Context: an optimization exercise on an open-source flow, tuned for small area. The choices shown serve that exercise and are no tape-out recipe.
The RTL was checked by simulation tests, not by an equivalence proof against the original design.
No activity file was given, so power comes from the tool's default toggle rates.

--- flow/config.mk ---
export PLATFORM = sky130hd
export DESIGN_NAME = collision_avoidance_car
export DESIGN_NICKNAME = collision_avoidance_car
export VERILOG_FILES = /design/flow/design.v
export SDC_FILE = /design/flow/constraint.sdc
export NUM_CORES = 4
export LEC_CHECK = 0
export CAP_MARGIN = 20
export CORE_MARGIN = 2
export CORE_UTILIZATION = 40
export SLEW_MARGIN = 20
--- flow/constraint.sdc ---
create_clock -name core_clock -period 9.0 [get_ports {clk}]
set_input_delay 1.8000 -clock core_clock [delete_from_list [all_inputs] [get_ports {clk}]]
set_output_delay 1.8000 -clock core_clock [all_outputs]
set_load 0.01 [all_outputs]
--- flow/design.v ---
module collision_avoidance_car (
    input wire clk,
    input wire rst,
    input wire front_obstacle_detected,
    input wire left_obstacle_detected,
    input wire right_obstacle_detected,
    input wire front_obstacle_slow,
    input wire lane_clear_left,
    input wire lane_clear_right,
    input wire destination_reached,
    input wire [1:0] speed_limit_zone,
    output wire [1:0] acceleration,
    output wire [1:0] steering,
    output wire [1:0] indicators,
    output reg  [7:0] current_speed_out,
    output reg  [31:0] distance_travelled_out,
    output wire [31:0] total_power_consumed_out
);
    reg [1:0] front_cnt;
    reg       left_h1, left_h2;      
    reg       right_h1, right_h2;
    reg       lcl_ok, lcr_ok;
    reg       slow_r, dest_r;
    reg [1:0] zone_r;
    always @(posedge clk or posedge rst) begin
        if (rst) begin
            front_cnt <= 2'd0;
            left_h1   <= 1'b0;
            left_h2   <= 1'b0;
            right_h1  <= 1'b0;
            right_h2  <= 1'b0;
            lcl_ok    <= 1'b0;
            lcr_ok    <= 1'b0;
            slow_r    <= 1'b0;
            dest_r    <= 1'b0;
            zone_r    <= 2'd0;
        end else begin
            front_cnt[1] <= front_obstacle_detected & (front_cnt[1] | front_cnt[0]);
            front_cnt[0] <= front_obstacle_detected & (front_cnt[1] | ~front_cnt[0]);
            left_h1   <= left_obstacle_detected;
            left_h2   <= left_obstacle_detected & left_h1;
            right_h1  <= right_obstacle_detected;
            right_h2  <= right_obstacle_detected & right_h1;
            lcl_ok    <= lane_clear_left  & ~(left_obstacle_detected  & left_h2);
            lcr_ok    <= lane_clear_right & ~(right_obstacle_detected & right_h2);
            slow_r    <= front_obstacle_slow;
            dest_r    <= destination_reached;
            zone_r    <= speed_limit_zone;
        end
    end
    wire pf = front_cnt[1] & front_cnt[0];
    localparam [3:0] S_IDLE  = 4'd0,
                     S_ACC   = 4'd1,
                     S_CRU   = 4'd2,
                     S_DEC   = 4'd3,
                     S_PLL   = 4'd4,
                     S_LL    = 4'd5,
                     S_PLR   = 4'd6,
                     S_LR    = 4'd7,
                     S_AVOID = 4'd8,
                     S_STOP  = 4'd9;
    reg [3:0] st, st_n;
    reg a1, a0, s1, s0;
    assign acceleration = {a1, a0};
    assign indicators   = {s1, s0};
    assign steering     = {s1 & a1, s0 & a1};
    reg [1:0] k_d;       
    reg       brake_d;   
    wire [7:0] S = current_speed_out;
    wire [7:0] sp_b = {{4{brake_d}},
                       brake_d | (k_d[1] & k_d[0]),
                       brake_d | (k_d[1] & ~k_d[0]),
                       brake_d | (k_d[1] ^ k_d[0]),
                       k_d[0]};
    wire [7:0] sp_sum;
    cac_rca #(8) u_sp (.a(S), .b(sp_b), .s(sp_sum));
    wire [7:0] speed = (brake_d & (S[7:1] == 7'd0)) ? 8'd0 : sp_sum;
    reg hi, mid, reached;
    always @(*) begin
        case (zone_r)
            2'd0: begin hi = speed < 8'd10; mid = speed < 8'd25; reached = speed >= 8'd30;  end
            2'd1: begin hi = speed < 8'd40; mid = speed < 8'd55; reached = speed >= 8'd60;  end
            2'd2: begin hi = speed < 8'd80; mid = speed < 8'd95; reached = speed >= 8'd100; end
            default: begin hi = 1'b0; mid = 1'b0; reached = 1'b1; end
        endcase
    end
    wire in_acc = (st == S_ACC);
    wire [1:0] k = !a1 ? 2'd0 :
                   (in_acc & hi)  ? 2'd3 :
                   (in_acc & mid) ? 2'd2 : 2'd1;
    always @(*) begin
        st_n = st;
        case (st)
            S_IDLE:  if (dest_r) st_n = S_STOP; else if (!pf) st_n = S_ACC;
            S_ACC:   if (pf) st_n = S_AVOID; else if (slow_r) st_n = S_DEC; else if (dest_r) st_n = S_STOP; else if (reached) st_n = S_CRU;
            S_CRU:   if (pf) st_n = S_AVOID; else if (slow_r) st_n = S_DEC; else if (dest_r) st_n = S_STOP;
            S_DEC:   if (pf) st_n = S_AVOID; else if (lcl_ok) st_n = S_PLL; else if (lcr_ok) st_n = S_PLR; else if (!slow_r) st_n = S_ACC;
            S_PLL:   st_n = S_LL;
            S_LL:    st_n = S_ACC;
            S_PLR:   st_n = S_LR;
            S_LR:    st_n = S_ACC;
            S_AVOID: if (speed == 8'd0 && !pf) st_n = S_IDLE;
            S_STOP:  st_n = S_STOP;
            default: st_n = S_IDLE;
        endcase
    end
    wire a1_n = (st == S_ACC) | (st == S_LL) | (st == S_LR);
    wire a0_n = (st == S_IDLE) | (st == S_CRU) | (st == S_PLL) | (st == S_PLR);
    wire s0_n = (st == S_PLL) | (st == S_LL);
    wire s1_n = (st == S_PLR) | (st == S_LR);
    reg [30:0] pw;
    assign total_power_consumed_out = {pw, 1'b0};
    wire [9:0] m;
    cac_rca #(10) u_m (.a({2'b00, S & {8{k_d[0]}}}), .b({1'b0, S & {8{k_d[1]}}, 1'b0}), .s(m));
    wire [30:0] c1s, c1c, c2s, c2c, pw_n;
    cac_csa #(31) u_c1 (.a({21'd0, m}), .b({18'd0, m, 3'd0}), .c({17'd0, m, 4'd0}), .s(c1s), .co(c1c));
    cac_csa #(31) u_c2 (.a(c1s), .b(c1c), .c(pw), .s(c2s), .co(c2c));
    cac_rca #(31) u_pw (.a(c2s), .b(c2c), .s(pw_n));
    wire [31:0] dist_n;
    cac_rca #(32) u_d (.a(distance_travelled_out), .b({24'd0, S}), .s(dist_n));
    always @(posedge clk or posedge rst) begin
        if (rst) begin
            st <= S_IDLE;
            a1 <= 1'b0; a0 <= 1'b1; s1 <= 1'b0; s0 <= 1'b0;
            k_d <= 2'd0;
            brake_d <= 1'b0;
            current_speed_out <= 8'd0;
            distance_travelled_out <= 32'd0;
            pw <= 31'd0;
        end else begin
            st <= st_n;
            a1 <= a1_n; a0 <= a0_n; s1 <= s1_n; s0 <= s0_n;
            k_d <= k;
            brake_d <= ~a1 & ~a0;
            current_speed_out <= speed;
            distance_travelled_out <= dist_n;
            pw <= pw_n;
        end
    end
endmodule
module cac_rca #(parameter W = 8) (
    input  wire [W-1:0] a,
    input  wire [W-1:0] b,
    output wire [W-1:0] s
);
    wire [W:0] c;
    assign c[0] = 1'b0;
    genvar i;
    generate for (i = 0; i < W; i = i + 1) begin : g
        assign s[i]   = a[i] ^ b[i] ^ c[i];
        assign c[i+1] = (a[i] & b[i]) | (c[i] & (a[i] ^ b[i]));
    end endgenerate
endmodule
module cac_csa #(parameter W = 8) (
    input  wire [W-1:0] a,
    input  wire [W-1:0] b,
    input  wire [W-1:0] c,
    output wire [W-1:0] s,
    output wire [W-1:0] co
);
    wire [W-1:0] mj = (a & b) | (c & (a ^ b));
    assign s  = a ^ b ^ c;
    assign co = {mj[W-2:0], 1'b0};
endmodule
--- flow/run.sh ---
#!/bin/bash
# synth_recipe.tcl (not shown) runs the flow's synth.tcl, then flattens the netlist and writes it again
# the make line also repeats each setting of config.mk as NAME=value (left out here)
make -C /OpenROAD-flow-scripts/flow DESIGN_CONFIG=/design/flow/config.mk WORK_HOME=/design/flow/orfs CLKGATE_MAP_FILE= SYNTH_SCRIPT=/design/flow/synth_recipe.tcl finish
==> flow_summary.ini <==
[setup_path]
start_kind = flip-flop
reg2reg_to = pw[30]
cp-end-kind = flip-flop
slowest_delay_ns = 0.55
path_delay_family = adder cells
critical_path_class = reg -> reg
cpMostUsedCell = ha_4
crit_arrival_ns = 9.50
path_buf_inv = 5
reg2reg_slack_ns = -0.27
worstPathMaxFanout = 2
cpMaxStageDelayCell = fa_2
crit_end = pw[30]
reg2reg_depth = 39
worst_ep_required_time_ns = 9.23
critPathLaunch = k_d[0]
worst-path-stages = 39
r2r_start = k_d[0]

[synthesis]
synth_edf_count = 0
synth_most_common_cell = dfrtp_1
synth-seq-cells = 94
synth_warnings = 1
synthFlopType = dfrtp_1
netlist_instances = 415
postSynthAreaPerCell_sq_um = 12.5
synth.area.top_cells = dfrtp_1 45%, fa_1 18%, ha_1 13%
synth.top_cells.by_count = 93 x dfrtp_1, 61 x inv_1, 55 x ha_1, 48 x fa_1, 22 x buf_4
async_reset_ff_share_pct = 100
synthDistinctLibCells = 49
synth.yosys.seq_area_share_pct = 45.2
synth_top_cell_by_area = dfrtp_1
synth_top_area_share_pct = 44.7
netlist_area_sq_um = 5200
synth_nets = 529

[power_and_ir_drop]
p_int_mw = 1.40
pwr-share-clk_pct = 15.5
combPwrFrac_pct = 55.7
pwr_density_cell_nw_per_um2 = 344
power_leakage_nw = 3.19
seqPwrFrac_pct = 28.9
vdd_drop_max_mv = 0.161
p_switching_mw = 0.924
power.share.switching_pct = 39.7

[timing]
slew_violations = 0
holdWs_ns = 0.421
setup_viol = 3
rsz0062_at_grt = yes
hold_viol_final = 0
fin_crit_ns = 9.27
fin_ws_ns = -0.268
slew_headroom_pct = 53.8
period_share_pct = 103
max_freq_ghz = 0.108
clock_skew_ns = 0.00452
worst_slew_pin_slew_ns = 0.693

[place]
placed_area_sq_um = 6440
hpwl_mm = 7.41
port_buffers = 87
place.gp.congestion = 0.852

[floorplan]
fp.dieW_microns = 118
rows = 41
start_util_pct = 41.1
dieArea_sq_um = 13900
core_sq_um = 12700
io_pins = 89
die_h_microns = 118

[cts]
cts_tree = done
numCtsBuffers = 9
cts-root-buf = clkbuf_16
cts.clk_slew.worst_paths_ns = 0.06
cts_max_level = 3
clk_latency_ns = 0.35
cts_sinks = 94
clock_path_buffers = 2
hold_buffers = 0

[layout]
num_antenna_cells = 0
post-route-util_pct = 53.4
n_fill_cell = 1129
area_growth_pct = 30.0
nNetsFinal = 619
fin_area_sq_um = 6770
drive_above_1_share_pct = 17.8

[outcome]
violations = setup timing
status = finished with violations

[route]
ant_nets = 0
wl_per_cell_microns = 13.7
drtIter0Drc = 123
drc_errors = 0
wirelength_mm = 9.32
via_count = 3201
vias_per_cell = 4.69
first_pass_iters = 4

[global_routing]
antenna_found_initial = 0
grt-ovfl-total = 0
met2_usage_pct = 24.8
grt_max_degree = 56
grt_util_met1_pct = 17.8
grt_pass1_vias = 3475
grt_pass1_wl_mm = 16.5
use_met3_pct = 5.72
grt.busiest_layer = met2
grt_util_all_layers_pct = 15.0

[min_path]
hold_start = left_h2
hold_path_class = reg -> reg

[run]
maxCapViolations = 0
-- power by group through the flow --
stage / sequential (mW) / clock (mW) / combinational, mW
3_3_place_gp: 0.677 / 0 / 1.25
3_5_place_dp: 0.682 / 0 / 1.30
4_1_cts: 0.676 / 0.373 / 1.32
2_1_floorplan: 0.698 / 0 / 0.814
6_report: 0.671 / 0.360 / 1.29
5_1_grt: 0.692 / 0.393 / 1.49
-- per-layer routing --
metal / share of wire (%) / routed length, microns / vias to the layer above
met3: 6.3 / 588 / 14
met1: 42 / 3890 / 1593
met4: 2.1 / 193 / 0
met2: 50 / 4650 / 94
li1: - / - / 1500
met5: 0 / 0 / -
-- stage by stage --
step	std cells	setup WS (ns)	power (mW)	setup TNS, ns
5_1_grt	682	-0.549	2.57	-1.36
3_3_place_gp	664	-0.312	1.93	-0.592
6_report	682	-0.268	2.33	-0.433
2_1_floorplan	415	-0.288	1.51	-0.522
3_5_place_dp	664	-0.423	1.99	-0.915
4_1_cts	682	-0.321	2.37	-0.599
-- kinds of logic after synthesis --
| family | count (synthesis) | synth area share (%) |
|---|---|---|
| buf+inv | 89 | 8.15 |
| other cells | 1 | 0.0721 |
| compound gates | 47 | 6.08 |
| fa+ha+maj | 103 | 31.7 |
| xor+xnor | 3 | 0.866 |
| simple gates | 78 | 7.91 |
| flops | 94 | 45.2 |
-- flip-flops by register name (all words and copies together), names as in the netlist, 2 cells and up --
name / flops
distance_travelled_out: 32
pw: 31
current_speed_out: 8
st: 4
front_cnt: 2
k_d: 2
zone_r: 2
-- how the worst min path moves through the flow --
stage | end | slack [ns] | cells after the start
final | lcl_ok | 0.42 | 1
after global routing | lcr_ok | 0.44 | 1
after CTS | lcl_ok | 0.43 | 1
after detailed placement | lcl_ok | 0.43 | 1
after global placement | lcr_ok | 0.42 | 1
after floorplan | lcl_ok | 0.40 | 1
-- layout make-up --
type / count / area (sq um) / area share (%)
Timing Repair Buffer: 107 / 1020 / 15.1
Clock buffer: 11 / 253 / 3.74
Multi-Input combinational cell: 232 / 2660 / 39.3
Tap cell: 172 / 215 / 3.18
Sequential cell: 94 / 2350 / 34.8
Clock inverter: 5 / 31.3 / 0.462
Inverter: 61 / 231 / 3.42
-- repair_timing --
action | CTS | global route
hold endpoints to repair | 0 | 0
gates resized for setup | 5 | 0
endpoints found under the setup margin | 3 | 4
setup buffers | 2 | 0
gates cloned | 0 | 0
pin swaps | 3 | 0
-- cell usage in the layout (no fill, tap or decap), types with 7 or more instances in the layout --
master and count:
inv_1 51, ha_4 15, o21ai_0 7, fa_2 16, ha_1 39, inv_2 9
clkbuf_16 9, clkdlybuf4s50_1 87, buf_4 20, a21oi_1 12, nor2_1 16, nand2_1 20
dfrtp_1 92, fa_1 32, and2_1 8

## static timing again, ports no longer ideal
How much do the figures lean on ideal ports? The routed layout below was timed once more, with nothing changed but the port constraints. Step 1 sets driving cells, clkbuf_16 on the clock port and buf_2 on the other inputs (assumed; they add their load-dependent delay and slew). Step 2 adds t to the input delays and takes it off the output delays; t is the mean of the earliest and latest rising clock arrival at the registers after step 1. Input paths then give back, and output paths get back, about the clock's delay inside the block. Three values: ideal ports, drivers, drivers and shift; two values: the first two.
t (ns): 0.382
slack for setup (ns): -0.268 / -0.268 / -0.268
worst setup path at the end: register to register
cell pins on the clock port's net: 1
For this run, drivers alone change the setup slack by 0.000 ns; drivers and shift together by 0.000 ns.
